This is an optimization exercise on Yosys and OpenROAD, whose aim is small area, not a production implementation. The RTL was checked by simulation tests, not by an equivalence proof against the original design. No driver is modelled on the clock port, so clocking that relies on it looks cheaper here than on a real chip. Power is estimated from default activity; no workload was simulated.

==> flow/design.v <==
module VGA(CLOCK_50, reset, VGA_R, VGA_G, VGA_B, VGA_HS, VGA_VS, SW, PaddleBtn, PauseBtn, HEX0_D, HEX1_D, HEX2_D, LEDG);
input		wire				CLOCK_50;
input		wire				reset;
input 	wire	[9:0]		SW;
input		wire	[1:0]		PaddleBtn;
input		wire				PauseBtn;
output 	wire 	[2:0]		LEDG;
output 	wire 	[6:0]		HEX0_D;
output 	wire 	[6:0]		HEX1_D;
output 	wire 	[6:0]		HEX2_D;
output	wire	[3:0]		VGA_R;
output	wire	[3:0]		VGA_G;
output	wire	[3:0]		VGA_B;
output	wire	[0:0]		VGA_HS;
output	wire	[0:0]		VGA_VS;
function [10:0] add;
	input [10:0] a;
	input [10:0] b;
	input        ci;
	integer i;
	reg c;
	begin
		c = ci;
		for (i = 0; i < 11; i = i + 1) begin
			add[i] = a[i] ^ b[i] ^ c;
			c = (a[i] & b[i]) | (c & (a[i] ^ b[i]));
		end
	end
endfunction
function [9:0] updn;
	input [9:0] q;
	input       en;
	input       dn;
	integer i;
	reg c;
	begin
		c = en;
		for (i = 0; i < 10; i = i + 1) begin
			updn[i] = q[i] ^ c;
			c = c & (q[i] ^ dn);
		end
	end
endfunction
function ltu;
	input [10:0] a;
	input [10:0] b;
	integer i;
	reg lt;
	begin
		lt = 1'b0;
		for (i = 0; i < 11; i = i + 1)
			lt = (~a[i] & b[i]) | (~(a[i] ^ b[i]) & lt);
		ltu = lt;
	end
endfunction
reg [9:0] hx;
reg [9:0] vy;
reg       vs_r;
wire      hend = (hx == 10'd640);
wire [9:0] hx_i = updn(hx, 1'b1, 1'b0);
wire [9:0] vy_i = updn(vy, 1'b1, 1'b0);
always @(posedge CLOCK_50) begin
	if (reset) begin
		hx <= 10'd864;
		vy <= 10'd979;
	end else if (hend) begin
		hx <= 10'd865;
		vy <= (vy == 10'd480) ? 10'd980 : vy_i;
	end else
		hx <= hx_i;
end
always @(posedge CLOCK_50) begin
	if (reset)               vs_r <= 1'b1;
	else if (vy == 10'd989)  vs_r <= 1'b0;
	else if (vy == 10'd991)  vs_r <= 1'b1;
end
assign VGA_HS = ~(~ltu({1'b0, hx}, 11'd881) & ltu({1'b0, hx}, 11'd977));
assign VGA_VS = vs_r;
reg [9:0] bx;         
reg [9:0] by;         
reg       vr;         
reg       vu;         
reg       vd;         
reg [3:0] s1;         
reg [3:0] s2;         
reg [8:0] p1;         
reg [8:0] p2m;        
reg [8:0] p2a;        
reg       pause;
wire [8:0] p2 = SW[8] ? p2a : p2m;
reg [8:0]  c20;
reg        c20h;
reg [7:0]  c30;
reg [11:0] tlo;
reg [9:0]  thi;
reg        clk_q;
wire dclr  = reset | SW[9];
wire c20_z = (c20 == 9'd0);
wire c20_l = (c20 == 9'd333);
wire c30_z = (c30 == 8'd0);
wire c30_l = (c30 == 8'd165);
always @(posedge CLOCK_50) begin
	if (dclr || c20_l) c20 <= 9'd0; else c20 <= {c20[7:0], ~(c20[8] ^ c20[4])};
	if (dclr) c20h <= 1'b0; else c20h <= c20h ^ c20_l;
	if (dclr || c30_l) c30 <= 8'd0; else c30 <= {c30[6:0], ~(c30[7] ^ c30[5] ^ c30[4] ^ c30[3])};
end
wire bx0   = (bx == 10'd0);
wire bx640 = (bx == 10'd640);
wire score = bx0 | bx640;
wire tlo_l = (tlo == 12'd2048);
wire [9:0] thi_i = updn(thi, tlo_l, 1'b0);
always @(posedge CLOCK_50) begin
	if (reset || score) begin
		tlo <= 12'd0;
		thi <= 10'd0;
	end else begin
		tlo <= {tlo[10:0], ~(tlo[11] ^ tlo[5] ^ tlo[3] ^ tlo[0]) ^ (&tlo[10:0])};
		thi <= thi_i;
	end
end
wire clk20 = c20_z;
wire clk10 = c20_z & ~c20h;
wire clk30 = c30_z;
wire gclk = ltu({1'b0, thi}, 11'd30) ? clk10 : ltu({1'b0, thi}, 11'd60) ? clk20 : clk30;
always @(posedge CLOCK_50) clk_q <= reset | gclk;
wire tick = gclk & ~clk_q;
always @(posedge CLOCK_50) begin
	if (reset) pause <= 1'b0;
	else if (tick) begin
		if (score) pause <= 1'b1;
		else if (!PauseBtn) pause <= 1'b0;
	end
end
assign LEDG = {2'b00, pause};
wire [8:0]  pe = tick ? p2 : p1;
wire [10:0] e  = add({1'b0, by}, ~{2'b00, pe}, 1'b1) ^ 11'h400;
wire e_lo  = ltu(e, (11'h400 + (-9)));      
wire e_hi  = ~ltu(e, (11'h400 + (61)));     
wire e_hit = ~ltu({2'b00, pe}, 11'd9) & ~e_lo & ~e_hi;
wire e_a   = ltu(e, (11'h400 + (15)));
wire e_b   = ltu(e, (11'h400 + (37)));
wire play  = tick & ~pause;
wire p1_up = ltu({2'b00, p1}, 11'd420);
wire p1_dn = |p1;
wire p1_en = play & ~SW[0] & (~PaddleBtn[0] ? p1_up : ~PaddleBtn[1] & p1_dn);
wire [9:0] p1_n = updn({1'b0, p1}, p1_en, PaddleBtn[0]);
wire p2_up = ltu({2'b00, p2m}, 11'd420);
wire p2_dn = |p2m;
wire p2_en = play & SW[0] & ~SW[8] & (~PaddleBtn[0] ? p2_up : ~PaddleBtn[1] & p2_dn);
wire [9:0] p2m_n = updn({1'b0, p2m}, p2_en, PaddleBtn[0]);
wire by_ai  = ~ltu({1'b0, by}, 11'd30) & ltu({1'b0, by}, 11'd451);
wire ai_dec = e_lo;
wire ai_inc = e_hi;
wire ai_en  = tick & SW[8] & by_ai & (ai_dec | ai_inc);
wire [9:0] p2a_n = updn({1'b0, p2a}, ai_en, ai_dec);
always @(posedge CLOCK_50) begin
	if (reset) begin
		p1  <= 9'd210;
		p2m <= 9'd210;
		p2a <= 9'd210;
	end else begin
		p1  <= p1_n[8:0];
		p2m <= p2m_n[8:0];
		p2a <= p2a_n[8:0];
	end
end
reg  hit1, sec1a, sec1b;
always @(posedge CLOCK_50) begin
	hit1  <= e_hit;
	sec1a <= e_a;
	sec1b <= e_b;
end
wire hit2  = e_hit;
wire sec2a = e_a;
wire sec2b = e_b;
reg       nr, nu, nd;
reg [3:0] ns1, ns2;
always @(*) begin
	nr = vr; nu = vu; nd = vd;
	ns1 = s1; ns2 = s2;
	if (by == 10'd0) begin
		nr = vr & vu; nu = 1'b0; nd = 1'b1;
	end else if (by == 10'd470) begin
		nr = vr & vd; nu = 1'b1; nd = 1'b0;
	end
	if (bx == 10'd9) begin
		if (hit1) begin
			nr = 1'b1; nu = sec1a; nd = ~sec1b;
		end
	end else if (bx == 10'd621) begin
		if (hit2) begin
			nr = 1'b0; nu = sec2a; nd = ~sec2b;
		end
	end
	if (bx0) begin
		nr = 1'b0; nu = 1'b0; nd = 1'b0;
		ns2 = (s2 == 4'd9) ? 4'd0 : s2 + 4'd1;
	end else if (bx640) begin
		nr = 1'b1; nu = 1'b0; nd = 1'b0;
		ns1 = (s1 == 4'd9) ? 4'd0 : s1 + 4'd1;
	end
end
wire [9:0] bx_n = updn(bx, play, ~nr);
wire [9:0] by_n = updn(by, play & (nu | nd), nu);
always @(posedge CLOCK_50) begin
	if (reset) begin
		bx <= 10'd320; by <= 10'd235;
		vr <= 1'b1; vu <= 1'b0; vd <= 1'b0;
		s1 <= 4'd0; s2 <= 4'd0;
	end else if (play & score) begin
		bx <= bx640 ? 10'd321 : 10'd319; by <= 10'd235;
		vr <= nr; vu <= nu; vd <= nd;
		s1 <= ns1; s2 <= ns2;
	end else begin
		bx <= bx_n; by <= by_n;
		if (play) begin
			vr <= nr; vu <= nu; vd <= nd;
		end
	end
end
function [6:0] seg;
	input [3:0] v;
	begin
		seg[0] = (~v[3] & ~v[2] & ~v[1] & v[0]) | (v[2] & ~v[1] & ~v[0]);
		seg[1] = v[2] & (v[1] ^ v[0]);
		seg[2] = ~v[2] & v[1] & ~v[0];
		seg[3] = seg[0] | (v[2] & v[1] & v[0]);
		seg[4] = (v[2] & ~v[1]) | v[0];
		seg[5] = (~v[3] & ~v[2] & v[0]) | (~v[2] & v[1]) | (v[1] & v[0]);
		seg[6] = (~v[3] & ~v[2] & ~v[1]) | (v[2] & v[1] & v[0]);
	end
endfunction
assign HEX0_D = seg(s2);
assign HEX2_D = seg(s1);
assign HEX1_D = 7'b0111111;
wire [8:0]  pv  = hx[9] ? p2 : p1;
wire [10:0] dpy = add({2'b00, vy[8:0]}, ~{2'b00, pv}, 1'b0);
wire [10:0] dbx = add({1'b0, hx}, ~{1'b0, bx}, 1'b0);
wire [10:0] dby = add({2'b00, vy[8:0]}, ~{2'b00, by[8:0]}, 1'b0);
wire in_px   = (~hx[9] & ~hx[8] & ~hx[7] & ~hx[6] & ~hx[5] & ~hx[4] & (hx[3:0] != 4'd0) & ltu({7'd0, hx[3:0]}, 11'd10))
             | (hx[9] & ~hx[8] & hx[6] & hx[5] & hx[4] & (hx[3] | (hx[2] & hx[1] & hx[0])));
wire in_py   = ~dpy[10] & ltu(dpy, 11'd59);
wire in_bx   = ~dbx[10] & (dbx[9:4] == 6'd0) & ~(dbx[3] & (dbx[2:0] != 3'd0));
wire in_by   = ~by[9] & ~dby[10] & (dby[9:4] == 6'd0) & ~(dby[3] & (dby[2:0] != 3'd0));
wire in_line = ((hx == 10'd325) || (hx == 10'd326)) && (vy[3:0] != 4'd0) && ltu({7'd0, vy[3:0]}, 11'd13);
wire vis = ~ltu({1'b0, hx}, 11'd1) & ltu({1'b0, hx}, 11'd641) & ltu({1'b0, vy}, 11'd480);
reg pix0, pix1, pix2;
always @(posedge CLOCK_50) begin
	pix0 <= (in_px & in_py) | (in_bx & in_by) | in_line;
	pix1 <= pix0;
	pix2 <= ~reset & vis & pix1;
end
assign VGA_R = {4{pix2}};
assign VGA_G = {4{pix2}};
assign VGA_B = {4{pix2}};
endmodule
export LEC_CHECK = 0
export CAP_MARGIN = 20
export CORE_MARGIN = 2
export CORE_UTILIZATION = 40
export SLEW_MARGIN = 20
create_clock -name core_clock -period 10.0 [get_ports {CLOCK_50}]
standard.sh (not shown) runs the stock make flow with config.mk's settings and CLKGATE_MAP_FILE= SYNTH_SCRIPT=/design/flow/synth_recipe.tcl, a recipe that flattens the netlist after the stock synthesis.
==> flow/flow/run.sh <==
#!/bin/bash
# Own layout flow: the standard synthesis, then an area-oriented re-mapping
# of the combinational logic (registers, full adders and tie cells kept as they
# are), then the standard ORFS layout with small port buffers, one tie cell
# per constant value and a lighter clock tree.  Each tool writes its full
# output to a log_*.txt file here.
set -euo pipefail
W="$(cd "$(dirname "${BASH_SOURCE[0]}")/.." && pwd)"
cd "$W"
R="$W/orfs/results/${FLOW_PLATFORM:-sky130hd}/VGA/base"
LIB="$FLOW_HOME/platforms/sky130hd/lib/sky130_fd_sc_hd__tt_025C_1v80.lib"

# 1. standard synthesis
bash standard.sh synth > log_1_synth.txt 2>&1
cp "$R/1_2_yosys.v" "$W/standard_1_2_yosys.v"

# 2. re-map the combinational logic for area
DU=""
for c in $(sed -n '/^export DONT_USE_CELLS/,/^#/p' "$FLOW_HOME/platforms/sky130hd/config.mk" | grep -o 'sky130_fd_sc_hd__[a-z0-9_]*'); do
	DU="$DU -dont_use $c"
done
# ABC's deepsyn is randomised: run it with eight seeds, four at a time, and
# keep the smallest netlist.
for S in 1 2 3 4 5 6 7 8; do
	cat > "$W/area_$S.abc" <<EOA
strash
&get -n
&st
&deepsyn -T 75 -S $S
&put
dch -f
amap
topo
EOA
	cat > "$W/resyn_$S.ys" <<EOY
read_liberty -ignore_miss_func $LIB
blackbox sky130_fd_sc_hd__dfxtp_1 sky130_fd_sc_hd__conb_1 sky130_fd_sc_hd__fa_1
read_verilog $W/standard_1_2_yosys.v
hierarchy -top VGA
flatten
opt_clean -purge
abc -liberty $LIB $DU -script $W/area_$S.abc
read_liberty -lib -overwrite -ignore_miss_func $LIB
opt_clean -purge
hilomap -singleton -hicell sky130_fd_sc_hd__conb_1 HI -locell sky130_fd_sc_hd__conb_1 LO
insbuf -buf sky130_fd_sc_hd__buf_1 A X
splitnets
opt_clean -purge
check -assert
tee -o $W/resyn_stat_$S.txt stat -liberty $LIB
write_verilog -noattr -nohex -nodec $W/resyn_$S.v
EOY
	yosys -s "$W/resyn_$S.ys" > "log_2_resyn_$S.txt" 2>&1 &
	if [[ $S == 4 ]]; then wait; fi
done
wait
best=$(for S in 1 2 3 4 5 6 7 8; do
	a=$(grep "Chip area" "$W/resyn_stat_$S.txt" 2>/dev/null | awk '{print $NF}')
	if [[ -n "$a" ]]; then echo "$a $S"; fi
done | sort -g | head -n 1 | awk '{print $2}')
best_area=$(grep "Chip area" "$W/resyn_stat_$best.txt" | awk '{print $NF}')
echo "kept seed $best, area $best_area" > log_2_resyn_choice.txt
cp "$W/resyn_$best.v" "$R/1_2_yosys.v"

# 3. rebuild the synthesis database from the new netlist
bash standard.sh do-1_synth > log_3_synth_odb.txt 2>&1

# 4. the rest of the standard layout
bash standard.sh finish \
	"BUFFER_PORTS_ARGS=-buffer_cell sky130_fd_sc_hd__buf_1" \
	"SKIP_REPAIR_TIE_FANOUT=1" \
	"POST_CTS_TCL=$W/flow/post_cts.tcl" \
	"CTS_ARGS=-sink_clustering_enable -repair_clock_nets -buf_list sky130_fd_sc_hd__clkbuf_8 -dont_use_dummy_load" \
	> log_4_layout.txt 2>&1
Other scripts of this flow, unchanged in this note and not shown: flow/flow/post_cts.tcl
Next try:
--- a/flow/flow/run.sh
+++ b/flow/flow/run.sh
@@ -22,3 +22,3 @@
-# ABC's deepsyn is randomised: run it with eight seeds, four at a time, and
-# keep the smallest netlist.
-for S in 1 2 3 4 5 6 7 8; do
+# ABC's deepsyn is randomised: run it with four seeds in parallel and keep
+# the smallest netlist.
+for S in 1 2 3 4; do
@@ -29 +29 @@
-&deepsyn -T 75 -S $S
+&deepsyn -T 60 -S $S
@@ -54 +53,0 @@
-	if [[ $S == 4 ]]; then wait; fi
@@ -57 +56 @@
-best=$(for S in 1 2 3 4 5 6 7 8; do
+best=$(for S in 1 2 3 4; do
After rerunning:
- die area is about the same
- area after synthesis barely changes
- register-to-register slack loses 0.23 ns
- global-route usage is higher by 0.36 points
- total power is lower by 2.3%
- cell area is lower by 0.34%
- non-clock buffer count is lower by 1
- clock power is lower by about 6%
Next try:
--- a/flow/flow/run.sh
+++ b/flow/flow/run.sh
@@ -29 +29 @@
-&deepsyn -T 60 -S $S
+&deepsyn -T 40 -S $S
The new run completed with no timing, DRC or antenna violations.
Worst hold slack got worse by 0.018 ns.
Design area increases slightly.
Worst setup slack is better by 0.12 ns.
Combinational power came out higher by a few percent.
Area after synthesis rises slightly.
First-iteration DRC count went up by roughly a tenth.
Wire length grows slightly.

-- re-timing with driven ports --
The results above use ideal ports. As a check the final layouts listed here were re-extracted and re-timed, cells and wires unchanged. Step 1 (the two cells are an assumption about what drives the block):
set clk [get_ports {CLOCK_50}]
set_driving_cell -lib_cell sky130_fd_sc_hd__clkbuf_16 $clk
set_driving_cell -lib_cell sky130_fd_sc_hd__buf_2 [delete_from_list [all_inputs] $clk]
Step 2 also shifts input and output timing later by t, the mid clock arrival at the registers, as if the neighbouring blocks saw the same clock. a / b / c = no drivers / after step 1 / after step 2; a / b = the first two.
run | t, ns | setup WS [ns] | latest minus earliest clock arrival (ns)
the first run | 0.452 | 1.263 / 1.249 / 0.797 | 0.028 / 0.028
the second run | 0.444 | 1.083 / 1.096 / 0.653 | 0.029 / 0.029
the third run | 0.449 | 1.207 / 1.219 / 0.771 | 0.035 / 0.035
After both steps every run listed still meets setup and hold. The setup slack of the first run, which loses most, moves by -0.014 ns with the drivers and by -0.466 ns with both steps.
